Source: an optimization exercise on an open RTL-to-GDS flow (aim: small area and a short achievable clock period). Production flows keep margins and buffers that such runs may drop.
Only simulation tests tie the RTL to the original design; equivalence was not proved.
Power is estimated from default activity; no workload was simulated.

## flow/design.v (module list and top-level ports; edited modules follow where they fit)
// module cpu: 188 lines
// module rf_predecode: 20 lines
// module rf_read_oct: 7 lines
// module rf_read_oct7: 7 lines
// module rf_read_nor: 7 lines
// module rf_read_nand: 7 lines
// module rf_write_bit: 9 lines
// module add_imm12: 11 lines
// module add_imm12_hi: 14 lines
// module late_sel: 9 lines
// module bit_muxi: 8 lines
// module bit_xnor: 7 lines
// module wb_bit: 12 lines
// module add_sklansky: 16 lines
// module add_brent_kung: 11 lines
// module bit_xor: 7 lines
// module bit_and: 7 lines
// module prefix_brent_kung: 36 lines
// module carry_sk12: 116 lines
// module carry_sk32: 393 lines
// module pfx_and20: 118 lines
// module pfx_nor20: 120 lines
// module pfx_and30: 202 lines
// module g_inv: 1 lines
// module g_nand2: 1 lines
// module g_nor2: 1 lines
// module g_nor2_hi: 1 lines
// module g_nand3: 1 lines
// module g_aoi21: 1 lines
// module g_oai21: 1 lines
// module g_maj3n: 1 lines
module cpu (
    input clk,
    input reset,
    output reg [31:0] iaddr,
    input [31:0] idata,
    output reg [31:0] daddr,
    input [31:0] drdata,
    output reg [31:0] dwdata,
    output reg [3:0] dwe,
    output [32*32-1:0] registers
);
  // ...
==> flow/flow/run.sh <==
#!/bin/bash
# Standard ORFS layout (the standard.sh) with four changes: the port
# buffers use the smallest buffer cell, global routing reserves more of
# met1/met2 (flow/fastroute.tcl) so that detailed routing converges sooner,
# clock tree synthesis adds no dummy loads, and timing repair may resize
# cells to other footprints at every stage (the platform allows that only
# after global routing).
set -euo pipefail
HERE=$(pwd)
bash standard.sh BUFFER_PORTS_ARGS="-buffer_cell sky130_fd_sc_hd__buf_1" \
    FASTROUTE_TCL="$HERE/flow/fastroute.tcl" \
    CTS_ARGS="-sink_clustering_enable -repair_clock_nets -dont_use_dummy_load -buf_list sky130_fd_sc_hd__clkbuf_8 -sink_clustering_size 16 -sink_clustering_max_diameter 50" \
    MATCH_CELL_FOOTPRINT=0 \
    finish > make_finish.log 2>&1
==> flow/flow/fastroute.tcl <==
# Global routing resources: leave more of met1 and met2 free than the
# platform default, so that more wiring goes to the upper layers.
set_global_routing_layer_adjustment met1 0.5
set_global_routing_layer_adjustment met2 0.3
set_global_routing_layer_adjustment met3-$::env(MAX_ROUTING_LAYER) 0.15

set_routing_layers -clock $::env(MIN_CLK_ROUTING_LAYER)-$::env(MAX_ROUTING_LAYER)
set_routing_layers -signal $::env(MIN_ROUTING_LAYER)-$::env(MAX_ROUTING_LAYER)
==> flow/standard.sh <==
#!/bin/bash
# synth_recipe.tcl (not shown) runs the flow's synth.tcl, then flattens the netlist and writes it again
# the make line also repeats each setting of config.mk as NAME=value (left out here)
make -C /OpenROAD-flow-scripts/flow DESIGN_CONFIG=/design/flow/config.mk WORK_HOME=/design/flow/orfs CLKGATE_MAP_FILE= SYNTH_SCRIPT=/design/flow/synth_recipe.tcl "${@:-finish}"
==> flow/config.mk <==
export PLATFORM = sky130hd
export DESIGN_NAME = cpu
export DESIGN_NICKNAME = cpu
export VERILOG_FILES = /design/flow/design.v
export SDC_FILE = /design/flow/constraint.sdc
export NUM_CORES = 4
export LEC_CHECK = 0
export CAP_MARGIN = 20
export CORE_MARGIN = 2
export CORE_UTILIZATION = 30
export CTS_BUF_LIST = sky130_fd_sc_hd__clkbuf_8
export CTS_CLUSTER_DIAMETER = 50
export CTS_CLUSTER_SIZE = 16
export PLACE_DENSITY = 0.5
export SETUP_SLACK_MARGIN = 4.5
export SLEW_MARGIN = 20
export SYNTH_HIERARCHICAL = 1
export TNS_END_PERCENT = 10
==> flow/constraint.sdc <==
create_clock -name core_clock -period 12.0 [get_ports {clk}]
set_input_delay 2.4000 -clock core_clock [delete_from_list [all_inputs] [get_ports {clk}]]
set_output_delay 2.4000 -clock core_clock [all_outputs]
set_load 0.01 [all_outputs]
==> results.toml, run 1 <==
[grt]
grt_use_met2_pct = 64.6
grt_util_met3_pct = 34.1
antenna_found_initial = 8
grt_max_degree = 60
busiest_layer = "met2"

[setup_path]
critical_path_class = "in -> out"
crit_cells = 20
reg2reg_to = "g_rf[9].q[23]"
regToRegStartpoint = "g_rf[17].q[1]"
endpoint = "daddr[25]"

[power_and_ir_drop]
p_per_area_nw_per_um2 = 109
maxPowerGroup = "registers"
seqPwrFrac_pct = 46.9
powerClk_uw = 2330

[hold_path]
holdPathStages = 1

[clocking]
ctsResizeCount = 548
clock_tree.buffer_depth = 3
clock_sinks = 1024
clkTransAtPathRegs_ns = 0.04
cts_tree = "done"
cts_root_buffer = "clkbuf_8"

[layout]
n_antenna_cell = 7
final_cell_area_um2 = 68800
nFlopsAndLatches = 1024
multi_input_area_share_pct = 49.8

[timing]
finClkSkew_ns = 0.171
setup_slack_ns = 3.59

[routing]
top_layer = "met5"
wirelength_um = 410000
routedWlPerCell_um = 41.9

[outcome]
status = "complete, no violations"

[floorplan]
die_area_um2 = 183000
core_um2 = 178000

[placed_design]
post_dp_cell_area_um2 = 62600
==> inputs of run 2 (changes only) <==
--- a/flow/config.mk
+++ b/flow/config.mk
@@ -6,5 +6,5 @@
 export NUM_CORES = 4
 export LEC_CHECK = 0
-export CAP_MARGIN = 20
+export CAP_MARGIN = 40
 export CORE_MARGIN = 2
 export CORE_UTILIZATION = 30
@@ -12,5 +12,6 @@
 export CTS_CLUSTER_DIAMETER = 50
 export CTS_CLUSTER_SIZE = 16
-export PLACE_DENSITY = 0.5
+export GPL_ROUTABILITY_DRIVEN = 0
+export PLACE_DENSITY = 0.55
 export SETUP_SLACK_MARGIN = 4.5
 export SLEW_MARGIN = 20
==> run 2 against run 1 <==
Routed wire length is 4.9% lower. Setup slack worse by 0.029 ns. Register-to-register slack better by 0.14 ns. Worst hold slack got worse by 0.0025 ns. Utilization up 0.68 points.
==> results.toml, run 2 <==
[timing]
finClkSkew_ns = 0.235
rsz0062_at_grt = "yes"
hold_viol_final = 0
tns_ns = 0
worst_pin_slew_ns = 0.941
period_needed_ns = 8.44
slew_viol_final = 0
fmax_mhz = 118
finalCritPeriodShare_pct = 70.3
hold_ws_ns = 0.527
max_slew_margin_pct = 37.5
setup_violations = 0

[run]
drv_cap = 0

[yosys]
avgSynthCellArea_um2 = 9.06
netlist_instances = 5941
syn_area_um2 = 53800
yosys_warnings = 8

[power_and_ir_drop]
intPower_uw = 4760
p_per_area_nw_per_um2 = 105
switching_share_pct = 35.5
seqPwrFrac_pct = 47.6
pwr-share-comb_pct = 23.5
vdd_drop_max_mv = 0.0894
leakagePower_uw = 0.0261
total_power_uw = 7380
switchingPower_uw = 2620
clkPwrFrac_pct = 28.9

[setup_path]
path_cells = "buf_1 > buf_6 > clkinvlp_4 > nand2_4 > buf_12 > nor2_4 > buf_8 > buf_4 > a222oi_1 > nand3_2 > nor2_4 > nand2_8 > nor2_1 > nand2_2 > nor2_2 > nand2_2 > inv_2 > nand2_1 > inv_1 > and2_4 > xnor2_1 > mux2i_1 > buf_2"
critPathCaptureType = "output port"
arrival_ns = 6.04
max_stage_delay_ns = 0.41
critPathMaxFanout = 8
critPathSlowestCell = "a222oi_1"
critPathLaunchType = "input port"
critical_path_class = "in -> out"
required_ns = 9.60

[routing]
viasPerCell = 6.63
wirelength_um = 390000
drc_errors = 0
drtIter0Drc = 6184
routedWlPerCell_um = 39.5
antenna_left = 0
num_vias = 65400
drt-pass1-iter-count = 8

[layout]
layout-drive-gt1-share_pct = 17.0
layout_common_cells = "buf_1, dfxtp_1, a22o_1"
largest_reg_flops = 992
syn_to_final_growth_pct = 30.0
nNetsFinal = 7566
reg_top3 = "g_rf.q (992), pc (32)"
fill_cells = 18400
top_register = "g_rf.q"
mostFrequentLayoutCell = "buf_1"

[outcome]
status = "complete, no violations"

[floorplan]
die_x_um = 428
row_count = 155
core_um2 = 178000
die_y_um = 428
die_area_um2 = 183000
pin_count = 1190
initial_core_util_pct = 30.2

[clocking]
clock_tree.buffer_depth = 3
cts.hold.buffers_added = 0
cts_buffers = 115
clkTransAtPathRegs_ns = 0.06
htree_num_levels = 3
clk_latency_ns = 1.03
clock_sinks = 1024
cts_root_buffer = "clkbuf_8"
cts_tree = "done"

[hold_path]
holdCritPathClass = "reg -> reg"

[grt]
antenna_found_initial = 17
overflow = 0
grt_max_degree = 60
grt_usage_pct = 48.2
grt_pass1_wl_um = 523000
grt_pass1_vias = 64300

[placed_design]
io_buffers = 1155
dp_hpwl_um = 276000
[run 2: final timing paths]
kind / startpoint / to / slack (ns) / cells after the start
hold reg to reg: g_rf[29].q[4] / g_rf[29].q[4] / 0.53 / 1
setup / recovery: idata[16] / daddr[31] / 3.56 / 23
hold / removal: g_rf[29].q[4] / g_rf[29].q[4] / 0.53 / 1
setup reg to reg: g_rf[1].q[1] / g_rf[29].q[3] / 6.41 / 15
[run 2: worst max-delay path: cells and delay by family]
| kind | cells | cell delay [ns] |
|---|---|---|
| AND/OR/NAND/NOR | 11 | 1.73 |
| XOR/XNOR | 1 | 0.05 |
| AO/OA/AOI/OAI | 1 | 0.41 |
| buffers and inverters | 9 | 1.21 |
| multiplexers | 1 | 0.20 |
[run 2: repair_timing]
item	CTS	global route
buffers inserted	121	82
cloned	9	1
endpoints found under the hold margin	0	0
gates resized for setup	570	222
endpoints found under the setup margin	1092	1016
pin swaps	136	88
[run 2: power by group through the flow]
stage	clock network, uW	registers, uW	logic, uW
CTS	2120	3510	1590
floorplan	0	3590	760
finish	2130	3510	1730
global route	2240	3520	1780
detailed placement	0	3590	1510
global placement	0	3590	1430
[run 2: cell type report]
type / count / area, um^2 / area share, %
Multi-Input combinational cell: 4541 / 34500 / 49.3
Sequential cell: 1024 / 20500 / 29.3
Timing Repair Buffer: 1690 / 9900 / 14.1
Tap cell: 2355 / 2950 / 4.21
Clock buffer: 115 / 1580 / 2.26
Inverter: 127 / 509 / 0.728
Antenna cell: 12 / 30.0 / 0.0429
[run 2: stage by stage]
step / worst slack (ns) / utilization [%] / cells / cell area, um^2
final: 3.56 / 39.2 / 9864 / 70000
after CTS: 3.82 / 38.2 / 9757 / 68200
after detailed placement: 1.67 / 35.4 / 9512 / 63200
after floorplan: 4.32 / - / 5975 / 54100
after global routing: 3.49 / 39.2 / 9857 / 70000
after global placement: 1.70 / 35.0 / 9469 / 62500
[run 2: layer usage]
layer / global-route usage (%) / routed length (um) / vias to the layer above
met1: 57.6 / 119000 / 30900
met3: 36.2 / 74500 / 2022
met4: 39.8 / 50700 / 36
met5: 4.97 / 1290 / -
li1: - / - / 26500
met2: 60.7 / 145000 / 5972
==> inputs of run 3 (changes only) <==
--- a/flow/config.mk
+++ b/flow/config.mk
@@ -8,10 +8,9 @@
 export CAP_MARGIN = 40
 export CORE_MARGIN = 2
-export CORE_UTILIZATION = 30
+export CORE_UTILIZATION = 26
 export CTS_BUF_LIST = sky130_fd_sc_hd__clkbuf_8
 export CTS_CLUSTER_DIAMETER = 50
 export CTS_CLUSTER_SIZE = 16
-export GPL_ROUTABILITY_DRIVEN = 0
-export PLACE_DENSITY = 0.55
+export PLACE_DENSITY = 0.5
 export SETUP_SLACK_MARGIN = 4.5
 export SLEW_MARGIN = 20
==> run 3 against run 2 <==
Setup slack worse by 0.098 ns. Combinational power grew 2%. Utilization decreased by 4.9 points. Area after synthesis is the same. Total power up 4.3%. Design area rose by 1.1%. Critical endpoint is now daddr[28]. Still clean on timing, DRC and antenna. Die area is 15% higher. First-iteration DRC count barely moved. Via count shrank 0.96%. Global-route usage shrank 1.4 points. Flip-flop and latch count stayed put. Cell count is 3.9% higher.
==> results.toml, run 3 <==
[setup_path]
regToRegStartpoint = "g_rf[25].q[1]"
endpoint = "daddr[28]"
arrival_ns = 6.14
required_ns = 9.60
reg2reg_to = "g_rf[20].q[24]"
reg2regPathDepth = 22
critical_path_class = "in -> out"
critPathMaxFanout = 7
critPathLaunchType = "input port"
regToRegSetupSlack_ns = 6.11
critPathLaunch = "idata[15]"
critPathCaptureType = "output port"

[layout]
layout-drive-gt1-share_pct = 17.6
top_register = "g_rf.q"
reg_top3 = "g_rf.q (992), pc (32)"
layout_common_cells = "buf_1, dfxtp_1, a22o_1"
fill_cells = 21700
final_cell_area_um2 = 70800
mostFrequentLayoutCell = "buf_1"
largest_reg_flops = 992
nNetsFinal = 7613
syn_to_final_growth_pct = 31.4

[timing]
setup_slack_ns = 3.46
rsz0062_at_grt = "yes"
worst_pin_slew_ns = 1.05
hold_ws_ns = 0.530
hold_viol_final = 0
tns_ns = 0
setup_violations = 0
slew_viol_final = 0
finalCritPeriodShare_pct = 71.2
period_needed_ns = 8.54
max_slew_margin_pct = 30.2
fmax_mhz = 117
finClkSkew_ns = 0.178

[power_and_ir_drop]
seqPwrFrac_pct = 45.7
clkPwrFrac_pct = 31.2
leakagePower_uw = 0.0264
total_power_uw = 7700
vdd_drop_max_mv = 0.120
pwr-share-comb_pct = 23.1
switching_share_pct = 36.0
intPower_uw = 4930
switchingPower_uw = 2770
p_per_area_nw_per_um2 = 109

[clocking]
clk_latency_ns = 1.04
cts_buffers = 140
clkTransAtPathRegs_ns = 0.05
cts_root_buffer = "clkbuf_8"
cts.hold.buffers_added = 0
cts_tree = "done"
htree_num_levels = 4
clock_tree.buffer_depth = 3
clock_sinks = 1024

[routing]
viasPerCell = 6.32
drtIter0Drc = 6180
num_vias = 64800
wirelength_um = 434000
drc_errors = 0
routedWlPerCell_um = 42.4
drt-pass1-iter-count = 10
antenna_left = 0

[grt]
antenna_found_initial = 12
grt_pass1_wl_um = 572000
overflow = 0
grt_pass1_vias = 64000
grt_max_degree = 60
grt_usage_pct = 46.8

[placed_design]
globalplace.congestion = 1.09
io_buffers = 1155
dp_slack_ns = 1.34
dp_hpwl_um = 316000
post_dp_cell_area_um2 = 63600

[floorplan]
initial_core_util_pct = 26.1
pin_count = 1190
core_um2 = 206000
row_count = 167
die_y_um = 459
die_area_um2 = 211000
die_x_um = 459

[outcome]
status = "complete, no violations"

[run]
drv_cap = 0

[yosys]
avgSynthCellArea_um2 = 9.06
netlist_instances = 5941
syn_area_um2 = 53800
yosys_warnings = 8

[hold_path]
holdCritPathClass = "reg -> reg"
## run 3: cell count changes in the layout (fill, tap and decap cells not counted), sizes merged
cell,previous run,this run
buf,1668,1693
clkbuf,137,159
diode,12,4
nand2,429,428
nor2,501,502
## run 3: what timing repair did
action | 4_1_cts | 5_1_grt
pin swaps | 182 | 46
buffers inserted | 181 | 22
setup endpoints to repair | 1092 | 824
gates resized for setup | 746 | 73
cloned | 12 | 0
## run 3: how the worst min path moves through the flow
stage,start,end,cells after the start
after floorplan,pc[0],pc[0],2
after global routing,g_rf[13].q[26],g_rf[13].q[26],1
after detailed placement,g_rf[10].q[18],g_rf[10].q[18],1
after CTS,g_rf[16].q[17],g_rf[16].q[17],1
after global placement,g_rf[20].q[13],g_rf[20].q[13],1
final,g_rf[1].q[18],g_rf[1].q[18],1
## run 3: power groups by stage
stage                     combinational, uW  clock, uW  sequential [uW]
after floorplan                         760          0             3590
after global placement                 1570          0             3590
after detailed placement               1580          0             3590
after CTS                              1690       2410             3520
after global routing                   1830       2530             3520
final                                  1770       2410             3520
## run 3: metrics by stage
stage	util, %	cells
2_1_floorplan	-	5975
3_3_place_gp	30.6	9856
3_5_place_dp	30.8	9884
4_1_cts	34.0	10200
5_1_grt	34.3	10300
6_report	34.3	10300
## run 3: per-layer routing
layer  up-vias  wire [um]  part of all wire (%)  track usage (%)
met5         -        915                  0.21             2.09
met1     31200     140000                    32             58.9
li1      26600          -                     -                -
met2      5374     158000                    36             58.8
met4        12      53300                    12             36.6
met3      1629      82200                    19             34.0
## run 3: worst max-delay path: stages
cell and delay, ns:
buf_12 0.11, clkinvlp_4 0.18, nand2_8 0.24, nor2_4 0.14, a222oi_1 0.85, nand3_1 0.29, nor2_4 0.32, nand2_4 0.17
nor2_4 0.14, o21ai_4 0.07, a21oi_4 0.16, o21ai_4 0.09, inv_2 0.09, o21ai_4 0.06, buf_12 0.15, clkbuf_16 0.18
mux2i_4 0.28, buf_6 0.16
## run 3: layout make-up
type                       instances  area (um^2)  share of cell area, %
inverter                         127          514                  0.727
tap                             2704         3380                   4.78
multi-input combinational       4541        34400                   48.6
sequential                      1024        20500                   29.0
timing repair buffer            1712        10000                   14.2
antenna                            4         10.0                 0.0141
clock buffer                     140         1930                   2.72
==> inputs of run 4 (changes only) <==
--- a/flow/config.mk
+++ b/flow/config.mk
@@ -8,11 +8,11 @@
 export CAP_MARGIN = 40
 export CORE_MARGIN = 2
-export CORE_UTILIZATION = 26
+export CORE_UTILIZATION = 30
 export CTS_BUF_LIST = sky130_fd_sc_hd__clkbuf_8
 export CTS_CLUSTER_DIAMETER = 50
 export CTS_CLUSTER_SIZE = 16
 export PLACE_DENSITY = 0.5
-export SETUP_SLACK_MARGIN = 4.5
+export SETUP_SLACK_MARGIN = 5
 export SLEW_MARGIN = 20
 export SYNTH_HIERARCHICAL = 1
-export TNS_END_PERCENT = 10
+export TNS_END_PERCENT = 25
==> run 4 against run 3 <==
Still clean on timing, DRC and antenna. Clock power down 2%. Maximum frequency is 2.2% higher. First-iteration DRC count shrank 4.5%. Sequential power about the same. Setup slack improved by 0.18 ns. Utilization rose by 8.8 points. Clock-buffer cell count is 4 lower. Critical path depth up 4. Clock skew shrank 0.056 ns. Largest cell class unchanged. Largest power group unchanged.
==> results.toml, run 4 <==
[clocking]
clock_sinks = 1024
htree_num_levels = 4
clock_tree.buffer_depth = 3
clkTransAtPathRegs_ns = 0.05
cts_root_buffer = "clkbuf_8"
cts_buffers = 136
cts.hold.buffers_added = 0
cts_tree = "done"
clk_latency_ns = 0.99

[routing]
num_vias = 66700
drtIter0Drc = 5904
antenna_left = 0
wirelength_um = 432000
drc_errors = 0
drt-pass1-iter-count = 7
viasPerCell = 6.51
routedWlPerCell_um = 42.2

[timing]
fmax_mhz = 120
hold_viol_final = 0
slew_viol_final = 0
period_needed_ns = 8.36
finClkSkew_ns = 0.122
rsz0062_at_grt = "yes"
max_slew_margin_pct = 30.5
hold_ws_ns = 0.527
finalCritPeriodShare_pct = 69.6
setup_violations = 0
tns_ns = 0
worst_pin_slew_ns = 1.05

[layout]
mostFrequentLayoutCell = "buf_1"
layout_common_cells = "buf_1, dfxtp_1, a22o_1"
largest_reg_flops = 992
nNetsFinal = 7954
layout-drive-gt1-share_pct = 24.7
top_register = "g_rf.q"
fill_cells = 18000
syn_to_final_growth_pct = 42.8
reg_top3 = "g_rf.q (992), pc (32)"

[setup_path]
critical_path_class = "in -> out"
regToRegStartpoint = "g_rf[25].q[27]"
arrival_ns = 5.96
critPathMaxFanout = 6
critPathLaunchType = "input port"
required_ns = 9.60
critPathLaunch = "idata[19]"
critPathCaptureType = "output port"

[grt]
grt_max_degree = 60
grt_usage_pct = 53.0
busiest_layer = "met1"
use_met1_pct = 66.7
grt_pass1_wl_um = 565000
grt_use_met2_pct = 66.5
antenna_found_initial = 8
grt_util_met3_pct = 37.9
overflow = 0
grt_pass1_vias = 65500

[floorplan]
die_y_um = 428
core_um2 = 178000
row_count = 155
die_area_um2 = 183000
die_x_um = 428
initial_core_util_pct = 30.2
pin_count = 1190

[yosys]
yosys_warnings = 8
avgSynthCellArea_um2 = 9.06
netlist_instances = 5941
syn_area_um2 = 53800

[placed_design]
io_buffers = 1155
globalplace.congestion = 1.05
dp_hpwl_um = 300000

[power_and_ir_drop]
p_per_area_nw_per_um2 = 102
leakagePower_uw = 0.0293
vdd_drop_max_mv = 0.116

[hold_path]
min_from = "g_rf[30].q[7]"
holdCritPathClass = "reg -> reg"

[run]
drv_cap = 0

[outcome]
status = "complete, no violations"
-- run 4: report_power, final --
group	leakage, uW	total, uW	switching [uW]	internal, uW
Sequential	0.00826	3520	71.8	3440
Clock	0.000978	2360	1360	999
Combinational	0.0200	1980	1390	594
-- run 4: through the flow --
step	total power, uW	cell area [um^2]	setup WS, ns	util [%]	std cells
after floorplan	4380	55200	4.78	-	5975
final	7850	76900	3.64	43.1	10200
after global routing	8040	76900	3.64	43.1	10200
after global placement	5140	63100	1.83	35.4	9401
after CTS	7650	73100	3.84	41.0	10100
after detailed placement	5180	63600	1.94	35.6	9427
-- run 4: layout make-up --
class	count	area (um^2)	share of cell area, %
Sequential cell	1024	20500	26.7
Tap cell	2355	2950	3.83
Timing Repair Buffer	2043	14500	18.8
Antenna cell	2	5.00	0.00651
Inverter	127	522	0.678
Multi-Input combinational cell	4555	36600	47.6
Clock buffer	136	1870	2.43
-- run 4: final timing paths --
| path | to | slack, ns | cells after the start |
|---|---|---|---|
| max | daddr[16] | 3.64 | 22 |
| min reg2reg | g_rf[30].q[7] | 0.53 | 1 |
| max reg2reg | g_rf[3].q[7] | 6.81 | 14 |
| min | g_rf[30].q[7] | 0.53 | 1 |
-- run 4: timing repair --
item,in CTS,in global routing
gates resized for setup,725,476
cloned,20,11
pin swaps,254,252
endpoints found under the setup margin,1092,1041
setup buffers,470,170
-- run 4: metal layers --
layer  routed length [um]  up-vias
li1                     -    27300
met1               138000    32000
met2               158000     5462
met3                80100     1871
met4                54500       40
met5                 1730        -
-- run 4: worst max-delay path: stages --
cell,delay [ns]
buf_8,0.09
buf_12,0.14
buf_12,0.12
nand3_4,0.09
buf_12,0.15
clkbuf_16,0.17
buf_6,0.12
nor2_4,0.29
a222oi_1,0.18
nand3_2,0.21
nor2_4,0.10
nand2_4,0.18
nor2_1,0.11
nor2_2,0.18
nand2_2,0.09
o21ai_4,0.18
inv_2,0.08
o21ai_4,0.25
buf_12,0.18
buf_12,0.11
mux2i_4,0.30
buf_2,0.19
==> module cpu, before the edit <==
module cpu (
    input clk,
    input reset,
    output reg [31:0] iaddr,
    input [31:0] idata,
    output reg [31:0] daddr,
    input [31:0] drdata,
    output reg [31:0] dwdata,
    output reg [3:0] dwe,
    output [32*32-1:0] registers
);
    genvar r, c;
    reg  [31:0] pc;
    wire [31:0] x [0:31];        
    generate
        for (r = 0; r < 32; r = r + 1) begin : g_out
            assign registers[32*r +: 32] = x[r];
        end
    endgenerate
    wire [4:0] op  = idata[6:2];
    wire [2:0] f3  = idata[14:12];
    wire       f7b = idata[30];
    wire [4:0] rd  = idata[11:7];
    wire [4:0] ra  = idata[19:15];
    wire [4:0] rb  = idata[24:20];
    wire is_load   = ~op[4] & ~op[3] & ~op[2];
    wire is_store  = ~op[4] &  op[3] & ~op[2];
    wire is_branch =  op[4] & ~op[0];
    wire is_jal    =  op[4] &  op[1];
    wire is_jalr   =  op[4] &  op[0] & ~op[1];
    wire is_alu    = ~op[4] &  op[2] & ~op[0];    
    wire is_op     = is_alu & op[3];
    wire is_lui    = ~op[4] &  op[3] & op[2] & op[0];
    wire is_auipc  = ~op[4] & ~op[3] & op[2] & op[0];
    wire writes_rd = ~(is_store | is_branch);
    wire [31:0] imm_i = {{20{idata[31]}}, idata[31:20]};
    wire [31:0] imm_s = {{20{idata[31]}}, idata[31:25], idata[11:7]};
    wire [31:0] imm_b = {{20{idata[31]}}, idata[7], idata[30:25], idata[11:8], 1'b0};
    wire [31:0] imm_u = {idata[31:12], 12'b0};
    wire [31:0] imm_j = {{12{idata[31]}}, idata[19:12], idata[20], idata[30:21], 1'b0};
    wire [31:0] rs1, rs2;
    wire [31:1] sa0, sb0, sa1, sb1;  
    wire [7:0]  ra_hi_n, rb_hi_n;
    wire [3:0]  ra_lo_n, rb_lo_n;
    rf_predecode u_pa (.r(ra), .hi_n(ra_hi_n), .lo_n(ra_lo_n));
    rf_predecode u_pb (.r(rb), .hi_n(rb_hi_n), .lo_n(rb_lo_n));
    generate
        for (r = 1; r < 32; r = r + 1) begin : g_sel
            g_nor2 u_sa0 (.a(ra_hi_n[r >> 2]), .b(ra_lo_n[r & 3]), .y(sa0[r]));
            g_nor2 u_sb0 (.a(rb_hi_n[r >> 2]), .b(rb_lo_n[r & 3]), .y(sb0[r]));
            g_nor2_hi u_sa1 (.a(ra_hi_n[r >> 2]), .b(ra_lo_n[r & 3]), .y(sa1[r]));
            g_nor2_hi u_sb1 (.a(rb_hi_n[r >> 2]), .b(rb_lo_n[r & 3]), .y(sb1[r]));
        end
        for (r = 0; r < 32; r = r + 1) begin : g_rd
            wire [31:1] col;
            wire [31:1] sa = (r < 16) ? sa0 : sa1;
            wire [31:1] sb = (r < 16) ? sb0 : sb1;
            for (c = 1; c < 32; c = c + 1) begin : g_col
                assign col[c] = x[c][r];
            end
            wire [3:0] oa, ob;
            wire [1:0] ma, mb;
            for (c = 0; c < 3; c = c + 1) begin : g_oct
                rf_read_oct u_a (.d(col[8*c+8:8*c+1]), .s(sa[8*c+8:8*c+1]), .y(oa[c]));
                rf_read_oct u_b (.d(col[8*c+8:8*c+1]), .s(sb[8*c+8:8*c+1]), .y(ob[c]));
            end
            rf_read_oct7 u_a3 (.d(col[31:25]), .s(sa[31:25]), .y(oa[3]));
            rf_read_oct7 u_b3 (.d(col[31:25]), .s(sb[31:25]), .y(ob[3]));
            rf_read_nor u_ma0 (.a(oa[0]), .b(oa[1]), .y(ma[0]));
            rf_read_nor u_ma1 (.a(oa[2]), .b(oa[3]), .y(ma[1]));
            rf_read_nor u_mb0 (.a(ob[0]), .b(ob[1]), .y(mb[0]));
            rf_read_nor u_mb1 (.a(ob[2]), .b(ob[3]), .y(mb[1]));
            rf_read_nand u_ya (.a(ma[0]), .b(ma[1]), .y(rs1[r]));
            rf_read_nand u_yb (.a(mb[0]), .b(mb[1]), .y(rs2[r]));
        end
    endgenerate
    wire [11:0] imm_ls = is_store ? {idata[31:25], idata[11:7]} : idata[31:20];
    wire [31:0] addr;
    add_imm12 u_addr (.a(rs1), .imm(imm_ls), .s(addr));
    wire [1:0] alo = {rs1[1] ^ imm_ls[1] ^ (rs1[0] & imm_ls[0]), rs1[0] ^ imm_ls[0]};
    wire [31:0] b   = (is_op | is_branch) ? rs2 : imm_i;
    wire        sub = is_branch | (f3[2:1] == 2'b01) | (is_op & (f3 == 3'b000) & f7b);
    wire [31:0] sum, ap, ag;
    wire        cout;
    add_sklansky u_alu (.a(rs1), .b(b ^ {32{sub}}), .cin(sub),
                        .s(sum), .cout(cout), .p(ap), .g(ag));
    wire        sdiff = rs1[31] ^ b[31];
    wire        eq  = &ap;       
    wire [4:0]  shamt = b[4:0];
    wire [31:0] rs1_rev, sh_rev;
    wire [31:0] sh_in  = f3[2] ? rs1 : rs1_rev;
    wire        sh_ext = f3[2] & f7b & rs1[31];
    wire [32:0] sh_full = $signed({sh_ext, sh_in}) >>> shamt;
    wire [31:0] sh_out = sh_full[31:0];
    generate
        for (c = 0; c < 32; c = c + 1) begin : g_rev
            assign rs1_rev[c] = rs1[31-c];
            assign sh_rev[c]  = sh_out[31-c];
        end
    endgenerate
    wire [15:0] half  = alo[1] ? drdata[31:16] : drdata[15:0];
    wire [7:0]  byte_ = alo[0] ? half[15:8] : half[7:0];
    reg  [31:0] ld;
    always @(*) begin
        if (f3[1])      ld = drdata;
        else if (f3[0]) ld = {{16{~f3[2] & half[15]}}, half};
        else            ld = {{24{~f3[2] & byte_[7]}}, byte_};
    end
    always @(*) begin
        daddr = addr;
        if (f3[1])      dwdata = rs2;
        else if (f3[0]) dwdata = {2{rs2[15:0]}};
        else            dwdata = {4{rs2[7:0]}};
        if (~is_store)  dwe = 4'b0000;
        else if (f3[1]) dwe = 4'b1111;
        else if (f3[0]) dwe = alo[1] ? 4'b1100 : 4'b0011;
        else            dwe = 4'b0001 << alo;
    end
    wire [31:0] pc4;
    wire [29:0] pc_ones;
    pfx_and30 u_pc4c (.x(pc[31:2]), .y(pc_ones));
    bit_xor #(30) u_pc4 (.a(pc[31:2]), .b(pc_ones), .y(pc4[31:2]));
    assign pc4[1:0] = pc[1:0];
    wire [31:0] pc_imm;
    add_brent_kung u_pc (.a(pc), .b(is_auipc ? imm_u : is_jal ? imm_j : imm_b),
                         .s(pc_imm));
    wire        br_c  = is_branch & f3[2] & ~(~f3[1] & sdiff);
    wire        br_e  = is_branch & ((f3[2] & ~f3[1] & sdiff & (rs1[31] ^ f3[0])) |
                                     (~f3[2] & (eq ^ f3[0])));
    wire        taken;
    late_sel u_taken (.c_n(cout), .sel(br_c), .inv(f3[0]), .e(br_e), .y(taken));
    reg [31:0] npc;
    always @(*) begin
        if (is_jalr)              npc = {addr[31:1], 1'b0};
        else if (is_jal | taken)  npc = pc_imm;
        else                      npc = pc4;
    end
    wire s_sum = is_alu & (f3 == 3'b000);
    wire s_slt = is_alu & (f3[2:1] == 2'b01);
    wire s_shr = is_alu & (f3 == 3'b101);
    wire s_shl = is_alu & (f3 == 3'b001);
    reg [31:0] rest;
    always @(*) begin
        if (is_load)        rest = ld;
        else if (is_alu)    case (f3)
                                3'b100:  rest = ap;
                                3'b110:  rest = ap | ag;
                                3'b111:  rest = ag;
                                default: rest = 32'b0;
                            endcase
        else if (is_lui)    rest = imm_u;
        else if (is_auipc)  rest = pc_imm;
        else                rest = pc4;
    end
    wire        slt_c = s_slt & ~(~f3[0] & sdiff);
    wire        slt_e = (s_slt & ~f3[0] & sdiff & rs1[31]) | (s_sum & sum[0]);
    wire        slt0;
    late_sel u_slt (.c_n(cout), .sel(slt_c), .inv(1'b0), .e(slt_e), .y(slt0));
    wire [31:0] wsum = {sum[31:1], slt0};
    wire [31:0] wd;
    generate
        for (c = 0; c < 32; c = c + 1) begin : g_wb
            wb_bit u_wb (.a(wsum[c]), .sa(c == 0 ? 1'b1 : s_sum),
                         .b(sh_out[c]), .sb(s_shr), .c(sh_rev[c]), .sc(s_shl),
                         .d(rest[c]), .y(wd[c]));
        end
    endgenerate
    always @(*) iaddr = pc;
    always @(posedge clk) begin
        if (reset) pc <= 32'b0;
        else       pc <= npc;
    end
    assign x[0] = 32'b0;
    generate
        for (r = 1; r < 32; r = r + 1) begin : g_rf
            reg  [31:0] q;
            wire [31:0] d;
            wire wr_r   = writes_rd & (rd == r);
            wire we_r   = ~reset & wr_r;
            wire hold_r = ~reset & ~wr_r;
            for (c = 0; c < 32; c = c + 1) begin : g_bit
                rf_write_bit u_w (.q(q[c]), .wd(wd[c]), .we(we_r), .hold(hold_r), .d(d[c]));
            end
            always @(posedge clk) q <= d;
            assign x[r] = q;
        end
    endgenerate
endmodule
==> inputs of run 5 (changes only) <==
--- a/flow/design.v
+++ b/flow/design.v
@@ -40,5 +40,5 @@
     wire [31:0] imm_j = {{12{idata[31]}}, idata[19:12], idata[20], idata[30:21], 1'b0};
     wire [31:0] rs1, rs2;
-    wire [31:1] sa0, sb0, sa1, sb1;  
+    wire [31:1] sa0, sb0, sa1, sb1, sa2, sb2, sa3, sb3;  
     wire [7:0]  ra_hi_n, rb_hi_n;
     wire [3:0]  ra_lo_n, rb_lo_n;
@@ -49,11 +49,15 @@
             g_nor2 u_sa0 (.a(ra_hi_n[r >> 2]), .b(ra_lo_n[r & 3]), .y(sa0[r]));
             g_nor2 u_sb0 (.a(rb_hi_n[r >> 2]), .b(rb_lo_n[r & 3]), .y(sb0[r]));
-            g_nor2_hi u_sa1 (.a(ra_hi_n[r >> 2]), .b(ra_lo_n[r & 3]), .y(sa1[r]));
-            g_nor2_hi u_sb1 (.a(rb_hi_n[r >> 2]), .b(rb_lo_n[r & 3]), .y(sb1[r]));
+            g_nor2_c1 u_sa1 (.a(ra_hi_n[r >> 2]), .b(ra_lo_n[r & 3]), .y(sa1[r]));
+            g_nor2_c1 u_sb1 (.a(rb_hi_n[r >> 2]), .b(rb_lo_n[r & 3]), .y(sb1[r]));
+            g_nor2_c2 u_sa2 (.a(ra_hi_n[r >> 2]), .b(ra_lo_n[r & 3]), .y(sa2[r]));
+            g_nor2_c2 u_sb2 (.a(rb_hi_n[r >> 2]), .b(rb_lo_n[r & 3]), .y(sb2[r]));
+            g_nor2_c3 u_sa3 (.a(ra_hi_n[r >> 2]), .b(ra_lo_n[r & 3]), .y(sa3[r]));
+            g_nor2_c3 u_sb3 (.a(rb_hi_n[r >> 2]), .b(rb_lo_n[r & 3]), .y(sb3[r]));
         end
         for (r = 0; r < 32; r = r + 1) begin : g_rd
             wire [31:1] col;
-            wire [31:1] sa = (r < 16) ? sa0 : sa1;
-            wire [31:1] sb = (r < 16) ? sb0 : sb1;
+            wire [31:1] sa = (r < 8) ? sa0 : (r < 16) ? sa1 : (r < 24) ? sa2 : sa3;
+            wire [31:1] sb = (r < 8) ? sb0 : (r < 16) ? sb1 : (r < 24) ? sb2 : sb3;
             for (c = 1; c < 32; c = c + 1) begin : g_col
                 assign col[c] = x[c][r];
@@ -1334,5 +1338,7 @@
 module g_nand2 (input a, input b, output y);           assign y = ~(a & b);              endmodule
 module g_nor2  (input a, input b, output y);           assign y = ~(a | b);              endmodule
-module g_nor2_hi (input a, input b, output y);         assign y = ~(a | b);              endmodule
+module g_nor2_c1 (input a, input b, output y);         assign y = ~(a | b);              endmodule
+module g_nor2_c2 (input a, input b, output y);         assign y = ~(a | b);              endmodule
+module g_nor2_c3 (input a, input b, output y);         assign y = ~(a | b);              endmodule
 module g_nand3 (input a, input b, input c, output y);  assign y = ~(a & b & c);          endmodule
 module g_aoi21 (input a1, input a2, input b1, output y); assign y = ~((a1 & a2) | b1);  endmodule
--- a/flow/config.mk
+++ b/flow/config.mk
@@ -8,11 +8,11 @@
 export CAP_MARGIN = 40
 export CORE_MARGIN = 2
-export CORE_UTILIZATION = 30
+export CORE_UTILIZATION = 36
 export CTS_BUF_LIST = sky130_fd_sc_hd__clkbuf_8
 export CTS_CLUSTER_DIAMETER = 50
 export CTS_CLUSTER_SIZE = 16
-export PLACE_DENSITY = 0.5
-export SETUP_SLACK_MARGIN = 5
+export PLACE_DENSITY = 0.6
+export SETUP_SLACK_MARGIN = 4.5
 export SLEW_MARGIN = 20
 export SYNTH_HIERARCHICAL = 1
-export TNS_END_PERCENT = 25
+export TNS_END_PERCENT = 10
==> run 5 against run 4 <==
Still clean on timing, DRC and antenna. Routed wire length is 6.9% lower. Critical path depth is 7 lower. Design area is 9.7% lower. Register-to-register slack worse by 0.50 ns. Worst hold slack hardly changed. Combinational power is about 10% lower. Flip-flop and latch count stayed put. Setup slack better by 0.061 ns.
==> results.toml, run 5 <==
[setup_path]
critPathLaunchType = "input port"
max_stage_delay_ns = 0.45
critPathSlowestCell = "xor2_1"
critPathCaptureType = "output port"
path_cells = "buf_8 > nand2_4 > buf_12 > buf_12 > nor2_4 > a22oi_1 > nand4_1 > nor2_4 > nand2_8 > nor2_4 > nor2_1 > a21oi_2 > inv_1 > xor2_1 > clkbuf_2"
required_ns = 9.60
path_common_cell = "nor2_4"
cp_top_family = "simple AND/OR/NAND/NOR gates"
critical_path_class = "in -> out"
critPathMaxFanout = 10
arrival_ns = 5.89
path_buf_inv = 5

[grt]
busiest_layer = "met2"
use_met1_pct = 70.6
antenna_found_initial = 22
grt_pass1_wl_um = 532000
grt_util_met3_pct = 40.8
grt_pass1_vias = 63400
grt_use_met2_pct = 76.0
grt_usage_pct = 59.2
grt_max_degree = 68
overflow = 0

[clocking]
cts_root_buffer = "clkbuf_8"
cts_tree = "done"
clock_sinks = 1024
clock_tree.buffer_depth = 3
htree_num_levels = 3
clkTransAtPathRegs_ns = 0.05
clk_latency_ns = 0.93
cts.hold.buffers_added = 0
cts_buffers = 118

[routing]
antenna_left = 0
drc_errors = 0
wirelength_um = 402000
drt-pass1-iter-count = 14
num_vias = 64500
viasPerCell = 6.79
routedWlPerCell_um = 42.4
drtIter0Drc = 5365

[layout]
reg_top3 = "g_rf.q (992), pc (32)"
utilization_pct = 46.4
fill_cells = 15000
syn_to_final_growth_pct = 27.9
top_register = "g_rf.q"
largest_reg_flops = 992
nNetsFinal = 7532
mostFrequentLayoutCell = "buf_1"
layout-drive-gt1-share_pct = 16.7
stdcell_count = 9492
layout_common_cells = "buf_1, dfxtp_1, a22o_1"

[placed_design]
globalplace.congestion = 1.11
dp_hpwl_um = 301000
post-place-cells = 9185
io_buffers = 1155

[timing]
period_needed_ns = 8.29
hold_viol_final = 0
max_slew_margin_pct = 37.5
setup_violations = 0
fmax_mhz = 121
worst_pin_slew_ns = 0.937
finClkSkew_ns = 0.144
rsz0062_at_grt = "yes"
finalCritPeriodShare_pct = 69.1
tns_ns = 0
slew_viol_final = 0

[floorplan]
core_um2 = 150000
pin_count = 1190
die_y_um = 392
initial_core_util_pct = 36.3
row_count = 142
die_x_um = 392
die_area_um2 = 154000

[power_and_ir_drop]
leakagePower_uw = 0.0254
p_per_area_nw_per_um2 = 107
vdd_drop_max_mv = 0.0819

[yosys]
avgSynthCellArea_um2 = 8.95
syn_area_um2 = 54300
yosys_warnings = 8
netlist_instances = 6065

[hold_path]
holdCritPathClass = "reg -> reg"

[outcome]
status = "complete, no violations"

[run]
drv_cap = 0
run 5: layer usage:
metal	wire length, um	share of wire (%)
met1	123000	30
met2	152000	38
met3	73400	18
met4	53100	13
met5	1190	0.30
run 5: final timing paths:
| path | slack, ns | cells past startpoint | startpoint | endpoint |
|---|---|---|---|---|
| min reg2reg | 0.53 | 1 | g_rf[31].q[8] | g_rf[31].q[8] |
| max | 3.71 | 15 | idata[16] | daddr[4] |
| max reg2reg | 6.31 | 16 | g_rf[11].q[1] | g_rf[4].q[3] |
| min | 0.53 | 1 | g_rf[31].q[8] | g_rf[31].q[8] |
run 5: where the power goes:
group	switching, uW	internal, uW	total [uW]	leakage [uW]
Clock	1270	859	2130	0.000848
Sequential	73.9	3440	3520	0.00826
Combinational	1310	477	1780	0.0163
run 5: final cells by class:
cell class                      instances  area [um^2]  area share [%]
Multi-Input combinational cell       4666        35600            51.2
Antenna cell                           13         32.5          0.0468
Clock buffer                          118         1620            2.34
Sequential cell                      1024        20500            29.5
Inverter                              127          510           0.735
Timing Repair Buffer                 1528         8700            12.5
Tap cell                             2016         2520            3.63
run 5: stage by stage:
step	power (uW)	setup WS, ns	hold slack [ns]	instance area, um^2
2_1_floorplan	4360	4.51	0.476	54600
3_3_place_gp	5050	1.53	0.504	61600
3_5_place_dp	5120	1.62	0.511	62400
4_1_cts	7300	3.92	0.522	67400
5_1_grt	7610	3.68	0.552	69500
6_report	7430	3.71	0.527	69500
run 5: what timing repair did:
| action | CTS | global route |
|---|---|---|
| buffers inserted | 89 | 63 |
| cloned | 12 | 2 |
| resized for setup | 609 | 340 |
| pin swaps | 109 | 80 |
| setup endpoints to repair | 1092 | 1056 |
==> module add_imm12, before the edit <==
module add_imm12 (
    input  [31:0] a,
    input  [11:0] imm,
    output [31:0] s
);
    wire [11:0] p, c;
    bit_xor #(12) u_p (.a(a[11:0]), .b(imm), .y(p));
    carry_sk12 u_c (.a(a[11:0]), .b(imm), .c(c));
    bit_xor #(12) u_s (.a(p), .b({c[10:0], 1'b0}), .y(s[11:0]));
    add_imm12_hi u_hi (.h(a[31:12]), .sgn(imm[11]), .c12(c[11]), .s(s[31:12]));
endmodule
==> module add_imm12_hi, before the edit <==
module add_imm12_hi (
    input  [19:0] h,
    input         sgn,
    input         c12,
    output [19:0] s
);
    wire [19:0] ones, zeros;     
    pfx_and20 u_o (.x(h), .y(ones));
    pfx_nor20 u_z (.x(h), .y(zeros));
    wire [19:0] hi_c0_n, hi_c1_n;
    bit_xnor #(20) u_x0 (.a(h), .b(zeros & {20{sgn}}), .y(hi_c0_n));
    bit_xnor #(20) u_x1 (.a(h), .b(ones & {20{~sgn}}), .y(hi_c1_n));
    bit_muxi #(20) u_m (.a(hi_c0_n), .b(hi_c1_n), .s(c12), .y(s));
endmodule
==> module carry_sk12, before the edit <==
module carry_sk12 (
    input  [11:0] a,
    input  [11:0] b,
    output [11:0] c
);
    wire g0_0, t0_0;
    g_nand2 u_g0_0 (.a(a[0]), .b(b[0]), .y(g0_0));
    g_nor2  u_t0_0 (.a(a[0]), .b(b[0]), .y(t0_0));
    wire g0_1, t0_1;
    g_nand2 u_g0_1 (.a(a[1]), .b(b[1]), .y(g0_1));
    g_nor2  u_t0_1 (.a(a[1]), .b(b[1]), .y(t0_1));
    wire g0_2, t0_2;
    g_nand2 u_g0_2 (.a(a[2]), .b(b[2]), .y(g0_2));
    g_nor2  u_t0_2 (.a(a[2]), .b(b[2]), .y(t0_2));
    wire g0_3, t0_3;
    g_nand2 u_g0_3 (.a(a[3]), .b(b[3]), .y(g0_3));
    g_nor2  u_t0_3 (.a(a[3]), .b(b[3]), .y(t0_3));
    wire g0_4, t0_4;
    g_nand2 u_g0_4 (.a(a[4]), .b(b[4]), .y(g0_4));
    g_nor2  u_t0_4 (.a(a[4]), .b(b[4]), .y(t0_4));
    wire g0_5, t0_5;
    g_nand2 u_g0_5 (.a(a[5]), .b(b[5]), .y(g0_5));
    g_nor2  u_t0_5 (.a(a[5]), .b(b[5]), .y(t0_5));
    wire g0_6, t0_6;
    g_nand2 u_g0_6 (.a(a[6]), .b(b[6]), .y(g0_6));
    g_nor2  u_t0_6 (.a(a[6]), .b(b[6]), .y(t0_6));
    wire g0_7, t0_7;
    g_nand2 u_g0_7 (.a(a[7]), .b(b[7]), .y(g0_7));
    g_nor2  u_t0_7 (.a(a[7]), .b(b[7]), .y(t0_7));
    wire g0_8, t0_8;
    g_nand2 u_g0_8 (.a(a[8]), .b(b[8]), .y(g0_8));
    g_nor2  u_t0_8 (.a(a[8]), .b(b[8]), .y(t0_8));
    wire g0_9, t0_9;
    g_nand2 u_g0_9 (.a(a[9]), .b(b[9]), .y(g0_9));
    g_nor2  u_t0_9 (.a(a[9]), .b(b[9]), .y(t0_9));
    wire g0_10, t0_10;
    g_nand2 u_g0_10 (.a(a[10]), .b(b[10]), .y(g0_10));
    g_nor2  u_t0_10 (.a(a[10]), .b(b[10]), .y(t0_10));
    wire g0_11, t0_11;
    g_nand2 u_g0_11 (.a(a[11]), .b(b[11]), .y(g0_11));
    g_nor2  u_t0_11 (.a(a[11]), .b(b[11]), .y(t0_11));
    wire g1_1, t1_1;
    g_oai21 u_g1_1 (.a1(t0_1), .a2(g0_0), .b1(g0_1), .y(g1_1));
    wire g1_3, t1_3;
    g_oai21 u_g1_3 (.a1(t0_3), .a2(g0_2), .b1(g0_3), .y(g1_3));
    g_nor2  u_t1_3 (.a(t0_3), .b(t0_2), .y(t1_3));
    wire g1_5, t1_5;
    g_oai21 u_g1_5 (.a1(t0_5), .a2(g0_4), .b1(g0_5), .y(g1_5));
    g_nor2  u_t1_5 (.a(t0_5), .b(t0_4), .y(t1_5));
    wire g1_7, t1_7;
    g_oai21 u_g1_7 (.a1(t0_7), .a2(g0_6), .b1(g0_7), .y(g1_7));
    g_nor2  u_t1_7 (.a(t0_7), .b(t0_6), .y(t1_7));
    wire g1_9, t1_9;
    g_oai21 u_g1_9 (.a1(t0_9), .a2(g0_8), .b1(g0_9), .y(g1_9));
    g_nor2  u_t1_9 (.a(t0_9), .b(t0_8), .y(t1_9));
    wire g1_11, t1_11;
    g_oai21 u_g1_11 (.a1(t0_11), .a2(g0_10), .b1(g0_11), .y(g1_11));
    g_nor2  u_t1_11 (.a(t0_11), .b(t0_10), .y(t1_11));
    wire n_g1_1;
    g_inv   u_n_g1_1 (.a(g1_1), .y(n_g1_1));
    wire g2_2, t2_2;
    g_oai21 u_g2_2 (.a1(t0_2), .a2(n_g1_1), .b1(g0_2), .y(g2_2));
    wire g2_3, t2_3;
    g_aoi21 u_g2_3 (.a1(t1_3), .a2(g1_1), .b1(g1_3), .y(g2_3));
    wire n_g1_5;
    g_inv   u_n_g1_5 (.a(g1_5), .y(n_g1_5));
    wire g2_6, t2_6;
    g_oai21 u_g2_6 (.a1(t0_6), .a2(n_g1_5), .b1(g0_6), .y(g2_6));
    wire n_t1_5;
    g_inv   u_n_t1_5 (.a(t1_5), .y(n_t1_5));
    g_nor2  u_t2_6 (.a(t0_6), .b(n_t1_5), .y(t2_6));
    wire g2_7, t2_7;
    g_aoi21 u_g2_7 (.a1(t1_7), .a2(g1_5), .b1(g1_7), .y(g2_7));
    g_nand2 u_t2_7 (.a(t1_7), .b(t1_5), .y(t2_7));
    wire n_g1_9;
    g_inv   u_n_g1_9 (.a(g1_9), .y(n_g1_9));
    wire g2_10, t2_10;
    g_oai21 u_g2_10 (.a1(t0_10), .a2(n_g1_9), .b1(g0_10), .y(g2_10));
    wire n_t1_9;
    g_inv   u_n_t1_9 (.a(t1_9), .y(n_t1_9));
    g_nor2  u_t2_10 (.a(t0_10), .b(n_t1_9), .y(t2_10));
    wire g2_11, t2_11;
    g_aoi21 u_g2_11 (.a1(t1_11), .a2(g1_9), .b1(g1_11), .y(g2_11));
    g_nand2 u_t2_11 (.a(t1_11), .b(t1_9), .y(t2_11));
    wire g3_4, t3_4;
    g_oai21 u_g3_4 (.a1(t0_4), .a2(g2_3), .b1(g0_4), .y(g3_4));
    wire n_g2_3;
    g_inv   u_n_g2_3 (.a(g2_3), .y(n_g2_3));
    wire g3_5, t3_5;
    g_aoi21 u_g3_5 (.a1(t1_5), .a2(n_g2_3), .b1(g1_5), .y(g3_5));
    wire g3_6, t3_6;
    g_aoi21 u_g3_6 (.a1(t2_6), .a2(n_g2_3), .b1(g2_6), .y(g3_6));
    wire g3_7, t3_7;
    g_oai21 u_g3_7 (.a1(t2_7), .a2(g2_3), .b1(g2_7), .y(g3_7));
    wire n_g3_7;
    g_inv   u_n_g3_7 (.a(g3_7), .y(n_g3_7));
    wire g4_8, t4_8;
    g_oai21 u_g4_8 (.a1(t0_8), .a2(n_g3_7), .b1(g0_8), .y(g4_8));
    wire g4_9, t4_9;
    g_aoi21 u_g4_9 (.a1(t1_9), .a2(g3_7), .b1(g1_9), .y(g4_9));
    wire g4_10, t4_10;
    g_aoi21 u_g4_10 (.a1(t2_10), .a2(g3_7), .b1(g2_10), .y(g4_10));
    wire g4_11, t4_11;
    g_oai21 u_g4_11 (.a1(t2_11), .a2(n_g3_7), .b1(g2_11), .y(g4_11));
    wire n_g4_10;
    g_inv   u_n_g4_10 (.a(g4_10), .y(n_g4_10));
    wire n_g4_9;
    g_inv   u_n_g4_9 (.a(g4_9), .y(n_g4_9));
    wire n_g3_6;
    g_inv   u_n_g3_6 (.a(g3_6), .y(n_g3_6));
    wire n_g3_5;
    g_inv   u_n_g3_5 (.a(g3_5), .y(n_g3_5));
    wire n_g0_0;
    g_inv   u_n_g0_0 (.a(g0_0), .y(n_g0_0));
    assign c = {g4_11, n_g4_10, n_g4_9, g4_8, g3_7, n_g3_6, n_g3_5, g3_4, n_g2_3, g2_2, g1_1, n_g0_0};
endmodule
==> inputs of run 6 (changes only) <==
--- a/flow/design.v
+++ b/flow/design.v
@@ -254,8 +254,9 @@
 );
     wire [11:0] p, c;
+    wire        c12b;
     bit_xor #(12) u_p (.a(a[11:0]), .b(imm), .y(p));
-    carry_sk12 u_c (.a(a[11:0]), .b(imm), .c(c));
+    carry_sk12 u_c (.a(a[11:0]), .b(imm), .c(c), .c_top_b(c12b));
     bit_xor #(12) u_s (.a(p), .b({c[10:0], 1'b0}), .y(s[11:0]));
-    add_imm12_hi u_hi (.h(a[31:12]), .sgn(imm[11]), .c12(c[11]), .s(s[31:12]));
+    add_imm12_hi u_hi (.h(a[31:12]), .sgn(imm[11]), .c12(c[11]), .c12b(c12b), .s(s[31:12]));
 endmodule
 module add_imm12_hi (
@@ -263,4 +264,5 @@
     input         sgn,
     input         c12,
+    input         c12b,      
     output [19:0] s
 );
@@ -271,5 +273,6 @@
     bit_xnor #(20) u_x0 (.a(h), .b(zeros & {20{sgn}}), .y(hi_c0_n));
     bit_xnor #(20) u_x1 (.a(h), .b(ones & {20{~sgn}}), .y(hi_c1_n));
-    bit_muxi #(20) u_m (.a(hi_c0_n), .b(hi_c1_n), .s(c12), .y(s));
+    bit_muxi #(10) u_m0 (.a(hi_c0_n[9:0]), .b(hi_c1_n[9:0]), .s(c12), .y(s[9:0]));
+    bit_muxi #(10) u_m1 (.a(hi_c0_n[19:10]), .b(hi_c1_n[19:10]), .s(c12b), .y(s[19:10]));
 endmodule
 module late_sel (
@@ -389,5 +392,6 @@
     input  [11:0] a,
     input  [11:0] b,
-    output [11:0] c
+    output [11:0] c,
+    output        c_top_b    
 );
     wire g0_0, t0_0;
@@ -490,4 +494,6 @@
     wire g4_11, t4_11;
     g_oai21 u_g4_11 (.a1(t2_11), .a2(n_g3_7), .b1(g2_11), .y(g4_11));
+    wire g4_11_b;
+    g_oai21_c u_g4_11_b (.a1(t2_11), .a2(n_g3_7), .b1(g2_11), .y(g4_11_b));
     wire n_g4_10;
     g_inv   u_n_g4_10 (.a(g4_10), .y(n_g4_10));
@@ -501,4 +507,5 @@
     g_inv   u_n_g0_0 (.a(g0_0), .y(n_g0_0));
     assign c = {g4_11, n_g4_10, n_g4_9, g4_8, g3_7, n_g3_6, n_g3_5, g3_4, n_g2_3, g2_2, g1_1, n_g0_0};
+    assign c_top_b = g4_11_b;
 endmodule
 module carry_sk32 (
@@ -1345,2 +1352,4 @@
 module g_oai21 (input a1, input a2, input b1, output y); assign y = ~((a1 | a2) & b1);  endmodule
 module g_maj3n (input a, input b, input c, output y);  assign y = ~((a & b) | (c & (a | b))); endmodule
+module g_aoi21_c (input a1, input a2, input b1, output y); assign y = ~((a1 & a2) | b1); endmodule
+module g_oai21_c (input a1, input a2, input b1, output y); assign y = ~((a1 | a2) & b1); endmodule
--- a/flow/config.mk
+++ b/flow/config.mk
@@ -8,9 +8,9 @@
 export CAP_MARGIN = 40
 export CORE_MARGIN = 2
-export CORE_UTILIZATION = 36
+export CORE_UTILIZATION = 30
 export CTS_BUF_LIST = sky130_fd_sc_hd__clkbuf_8
 export CTS_CLUSTER_DIAMETER = 50
 export CTS_CLUSTER_SIZE = 16
-export PLACE_DENSITY = 0.6
+export PLACE_DENSITY = 0.5
 export SETUP_SLACK_MARGIN = 4.5
 export SLEW_MARGIN = 20
==> run 6 against run 5 <==
Die area rose by 20%. Total power rose by 3.7%. Area after synthesis barely moved. Clock-buffer cell count rose by 22. Clock skew fell by 0.011 ns. Global-route usage fell by 7.4 points. Clock power rose by 13%. Critical path type unchanged.
==> results.toml, run 6 <==
[setup_path]
regToRegSetupSlack_ns = 6.50
reg2regPathDepth = 16
critPathCaptureType = "output port"
critPathLaunchType = "input port"
arrival_ns = 5.83
cp_top_family = "simple AND/OR/NAND/NOR gates"
path_buf_inv = 8
regToRegStartpoint = "g_rf[17].q[1]"
path_cells = "buf_12 > clkinvlp_4 > buf_6 > nand2_8 > buf_12 > buf_16 > nor2_4 > a22oi_1 > nand4_1 > nor2_4 > nand2_4 > nor2_1 > nor2_2 > nand2_2 > o21ai_4 > inv_4 > o21ai_4 > buf_12 > mux2i_4 > buf_6"
path_common_cell = "buf_12"
reg2reg_to = "g_rf[11].q[28]"
required_ns = 9.60
critPathMaxFanout = 7
max_stage_delay_ns = 0.32
critPathSlowestCell = "nand4_1"
critical_path_class = "in -> out"

[timing]
slew_viol_final = 0
hold_viol_final = 0
finClkSkew_ns = 0.134
tns_ns = 0
max_slew_margin_pct = 36.6
fmax_mhz = 121
rsz0062_at_grt = "yes"
setup_violations = 0
period_needed_ns = 8.23
worst_pin_slew_ns = 0.951
finalCritPeriodShare_pct = 68.6
hold_ws_ns = 0.527

[placed_design]
globalplace.congestion = 1.06
io_buffers = 1155
dp_hpwl_um = 313000
post-place-cells = 9596

[power_and_ir_drop]
leakagePower_uw = 0.0259
vdd_drop_max_mv = 0.0893
p_per_area_nw_per_um2 = 109

[layout]
mostFrequentLayoutCell = "buf_1"
stdcell_count = 9901
syn_to_final_growth_pct = 29.7
largest_reg_flops = 992
layout-drive-gt1-share_pct = 17.6
utilization_pct = 39.1
nNetsFinal = 7597
top_register = "g_rf.q"
reg_top3 = "g_rf.q (992), pc (32)"
layout_common_cells = "buf_1, dfxtp_1, a22o_1"

[routing]
drc_errors = 0
wirelength_um = 420000
antenna_left = 0
drt-pass1-iter-count = 7
viasPerCell = 6.47
top_layer = "met5"
num_vias = 64100
drtIter0Drc = 5276
met1_length_um = 141000
wl_met2_um = 157000
routedWlPerCell_um = 42.4
wl_met3_um = 71100

[grt]
grt_pass1_vias = 63500
grt_usage_pct = 51.8
overflow = 0
grt_pass1_wl_um = 558000
grt_max_degree = 60
antenna_found_initial = 7

[hold_path]
holdPathStages = 1
worst_hold_path.endpoint = "g_rf[13].q[23]"
holdCritPathClass = "reg -> reg"
min_from = "g_rf[13].q[23]"

[clocking]
htree_num_levels = 4
clock_tree.buffer_depth = 3
cts_buffers = 140
cts.hold.buffers_added = 0
clock_sinks = 1024
clkTransAtPathRegs_ns = 0.04
clk_latency_ns = 1.03
cts_root_buffer = "clkbuf_8"
cts_tree = "done"

[yosys]
avgSynthCellArea_um2 = 8.95
netlist_instances = 6066
syn_area_um2 = 54300
yosys_warnings = 8

[floorplan]
die_y_um = 429
pin_count = 1190
row_count = 156
die_x_um = 429
core_um2 = 180000
die_area_um2 = 184000
initial_core_util_pct = 30.1

[outcome]
status = "complete, no violations"

[run]
drv_cap = 0
-- run 6: worst max path at each step --
stage	start	endpoint	slack [ns]	cells past startpoint
floorplan	idata[17]	daddr[30]	4.49	17
global placement	idata[18]	daddr[30]	1.83	19
detailed placement	idata[15]	daddr[30]	2.01	21
CTS	idata[16]	daddr[24]	3.96	18
global route	idata[15]	daddr[24]	3.71	21
finish	idata[15]	daddr[31]	3.77	20
-- run 6: worst reg2reg max path, cell delays in order, from the launching register on --
cell and delay, ns:
dfxtp_1 0.35, a22oi_1 0.27, nand4_1 0.40, nor2_4 0.29, nand2_2 0.19, nor2b_1 0.22, nand2_1 0.09, buf_4 0.23
nand2_1 0.40, a32oi_1 0.64, mux2i_1 0.15, o21ai_0 0.45, o221ai_1 0.27, a22oi_1 0.54, nand2_2 0.28, buf_4 0.30
a22o_1 0.26
-- run 6: where the power goes --
group,leakage [uW],switching (uW),total (uW),internal (uW)
combinational,0.0166,1330,1790,463
sequential,0.00826,74.8,3520,3440
clock,0.00101,1380,2400,1020
total,0.0259,2780,7710,4930
-- run 6: metrics by stage --
step / area (um^2) / total power (uW) / setup WS [ns]
2_1_floorplan: 54600 / 4360 / 4.49
3_3_place_gp: 62700 / 5160 / 1.83
3_5_place_dp: 63300 / 5180 / 2.01
4_1_cts: 69500 / 7640 / 3.96
5_1_grt: 70500 / 7910 / 3.71
6_report: 70500 / 7710 / 3.77
-- run 6: timing repair --
item,CTS,global route
gates cloned,11,0
pin swaps,158,94
setup buffers,111,36
gates resized for setup,818,142
endpoints found under the setup margin,1092,793
-- run 6: routing by layer --
metal / GRT usage, % / vias up
li1: - / 26700
met2: 66.1 / 4633
met3: 33.0 / 1440
met5: 0.677 / -
met4: 40.0 / 14
met1: 69.0 / 31200
-- run 6: area by class of cell --
class                      instances  area [um^2]
clock buffer                     140         1930
tap                             2370         2970
sequential                      1024        20500
fill                           18700       110000
inverter                         127          509
timing repair buffer            1573         9040
antenna                            3         7.51
multi-input combinational       4664        35500
==> inputs of run 7 (changes only) <==
--- a/flow/config.mk
+++ b/flow/config.mk
@@ -6,5 +6,5 @@
 export NUM_CORES = 4
 export LEC_CHECK = 0
-export CAP_MARGIN = 40
+export CAP_MARGIN = 20
 export CORE_MARGIN = 2
 export CORE_UTILIZATION = 30
==> run 7 against run 6 <==
Largest power group unchanged. Clock skew rose by 0.012 ns. Maximum frequency fell by 1.0%. Worst hold slack improved by 0.0061 ns. Total power rose by 0.51%. Utilization barely moved. Non-clock buffer count rose by 4. Still clean. Register-to-register slack got worse by 0.12 ns. Area after synthesis did not move. Critical path depth rose by 1. First-iteration DRC count fell by 4.0%. Flip-flop and latch count did not move.
==> results.toml, run 7 <==
[outcome]
status = "complete, no violations"

[clocking]
clk_latency_ns = 0.99
clkTransAtPathRegs_ns = 0.06
cts_tree = "done"
cts.hold.buffers_added = 0
clock_tree.buffer_depth = 3
cts_buffers = 142
clock_sinks = 1024
htree_num_levels = 4
cts_root_buffer = "clkbuf_8"

[routing]
viasPerCell = 6.45
drc_errors = 0
drtIter0Drc = 5066
wirelength_um = 422000
antenna_left = 0
routedWlPerCell_um = 42.6
drt-pass1-iter-count = 6
num_vias = 64000

[layout]
largest_reg_flops = 992
reg_top3 = "g_rf.q (992), pc (32)"
layout_common_cells = "buf_1, dfxtp_1, a22o_1"
top_register = "g_rf.q"
fill_cells = 18700
ff_latch_area_um2 = 20500
mostFrequentLayoutCell = "buf_1"
stdcell_count = 9911
syn_to_final_growth_pct = 29.9
multi_input_area_um2 = 35600
nNetsFinal = 7606
layout-drive-gt1-share_pct = 17.8

[timing]
hold_viol_final = 0
rsz0062_at_grt = "yes"
period_needed_ns = 8.32
setup_violations = 0
max_slew_margin_pct = 21.1
fmax_mhz = 120
finClkSkew_ns = 0.146
slew_viol_final = 0
worst_pin_slew_ns = 1.18
finalCritPeriodShare_pct = 69.3
tns_ns = 0

[setup_path]
critPathMaxFanout = 7
regToRegSetupSlack_ns = 6.38
critPathLaunchType = "input port"
critPathCaptureType = "output port"
required_ns = 9.60
max_stage_delay_ns = 0.39
critPathSlowestCell = "nand4_1"
critical_path_class = "in -> out"
arrival_ns = 5.92
path_cells = "buf_16 > clkinvlp_4 > buf_12 > nand2_8 > buf_6 > buf_6 > nor2_4 > buf_4 > a22oi_2 > nand4_1 > nor2_4 > nand2_4 > nor2_4 > o21ai_4 > a21oi_4 > o21ai_4 > inv_4 > o21ai_4 > buf_12 > mux2i_4 > buf_6"

[floorplan]
pin_count = 1190
die_area_um2 = 184000
die_x_um = 429
row_count = 156
die_y_um = 429
initial_core_util_pct = 30.1
core_um2 = 180000

[placed_design]
io_buffers = 1155
dp_hpwl_um = 310000
globalplace.congestion = 1.06
post-place-cells = 9563

[grt]
antenna_found_initial = 6
grt_usage_pct = 52.0
grt_pass1_vias = 63500
grt_max_degree = 60
grt_pass1_wl_um = 560000
overflow = 0

[power_and_ir_drop]
leakagePower_uw = 0.0258
p_per_area_nw_per_um2 = 110
vdd_drop_max_mv = 0.0843

[yosys]
yosys_warnings = 8
avgSynthCellArea_um2 = 8.95
syn_area_um2 = 54300
netlist_instances = 6066

[hold_path]
holdCritPathClass = "reg -> reg"

[run]
drv_cap = 0
run 7: worst max-delay path, delay by kind of cell:
family,cells,cell delay [ns]
mux,1,0.23
buf+inv,9,1.29
compound gates,5,0.59
simple gates,6,1.38
run 7: layout make-up:
| type | count | area share (%) |
|---|---|---|
| clock buffers | 142 | 2.77 |
| well taps | 2370 | 4.20 |
| multi-input cells | 4667 | 50.5 |
| repair buffers | 1577 | 12.8 |
| flip-flops and latches | 1024 | 29.1 |
| inverters | 127 | 0.725 |
| diodes | 4 | 0.0142 |
run 7: power by group:
group / internal [uW] / switching [uW] / total [uW]
sequential: 3440 / 74.7 / 3520
combinational: 463 / 1330 / 1800
clock: 1040 / 1390 / 2430
total: 4950 / 2800 / 7750
run 7: final timing paths:
kind	start	endpoint	depth (start not counted)
setup / recovery	idata[16]	daddr[31]	21
hold / removal	g_rf[13].q[25]	g_rf[13].q[25]	1
setup reg to reg	g_rf[4].q[6]	g_rf[15].q[11]	17
hold reg to reg	g_rf[13].q[25]	g_rf[13].q[25]	1
run 7: per-stage QoR:
stage | total power [uW] | area [um^2] | hold slack, ns | utilization (%) | setup slack [ns]
floorplan | 4360 | 54600 | 0.476 | - | 4.49
global placement | 5160 | 62700 | 0.507 | 34.8 | 1.83
detailed placement | 5160 | 62800 | 0.511 | 34.8 | 1.83
CTS | 7680 | 69800 | 0.527 | 38.7 | 3.95
global route | 7950 | 70500 | 0.545 | 39.1 | 3.64
finish | 7750 | 70500 | 0.533 | 39.1 | 3.68
run 7: what timing repair did:
action / 4_1_cts / 5_1_grt
setup buffers: 153 / 32
pin swaps: 145 / 70
gates resized for setup: 884 / 93
setup endpoints to repair: 1092 / 741
gates cloned: 14 / 0
run 7: routing by layer:
layer / vias up / track usage [%] / wire, um
li1: 26800 / - / -
met1: 31300 / 69.0 / 143000
met2: 4503 / 67.4 / 160000
met3: 1383 / 32.9 / 69500
met4: 10 / 39.6 / 49800
met5: - / 0.729 / 180

static timing again, ports no longer ideal:
How much do the figures lean on ideal ports? The routed layouts below were timed once more, with nothing changed but the port constraints. Step 1 assumes that a clkbuf_16 drives the clock port and a buf_2 every other input. Step 2 also shifts input and output timing later by t, the mid clock arrival at the registers, as if the neighbouring blocks saw the same clock. Three values: ideal ports, drivers, drivers and shift; two values: the first two.
| run | t (ns) | setup WS [ns] | slew at the worst register clock pin (ns) | worst data-port slew with drivers (ns) | cell pins on the clock port's net |
|---|---|---|---|---|---|
| run 1 | 1.022 | 3.587 / 3.521 / 3.287 | 0.11 / 0.11 | 0.09 | 1 |
| run 2 | 0.995 | 3.558 / 3.531 / 3.366 | 0.10 / 0.10 | 0.08 | 1 |
| run 3 | 1.054 | 3.461 / 3.390 / 3.241 | 0.10 / 0.10 | 0.12 | 1 |
| run 4 | 1.029 | 3.645 / 3.587 / 3.587 | 0.10 / 0.10 | 0.09 | 1 |
| run 5 | 0.948 | 3.706 / 3.652 / 3.334 | 0.10 / 0.10 | 0.21 | 1 |
| run 6 | 1.059 | 3.767 / 3.676 / 3.439 | 0.10 / 0.10 | 0.09 | 1 |
| run 7 | 1.011 | 3.681 / 3.590 / 3.413 | 0.10 / 0.10 | 0.09 | 1 |
After both steps every run listed still meets setup and hold. The setup slack of run 5, which loses most, moves by -0.054 ns with the drivers and by -0.372 ns with both steps.
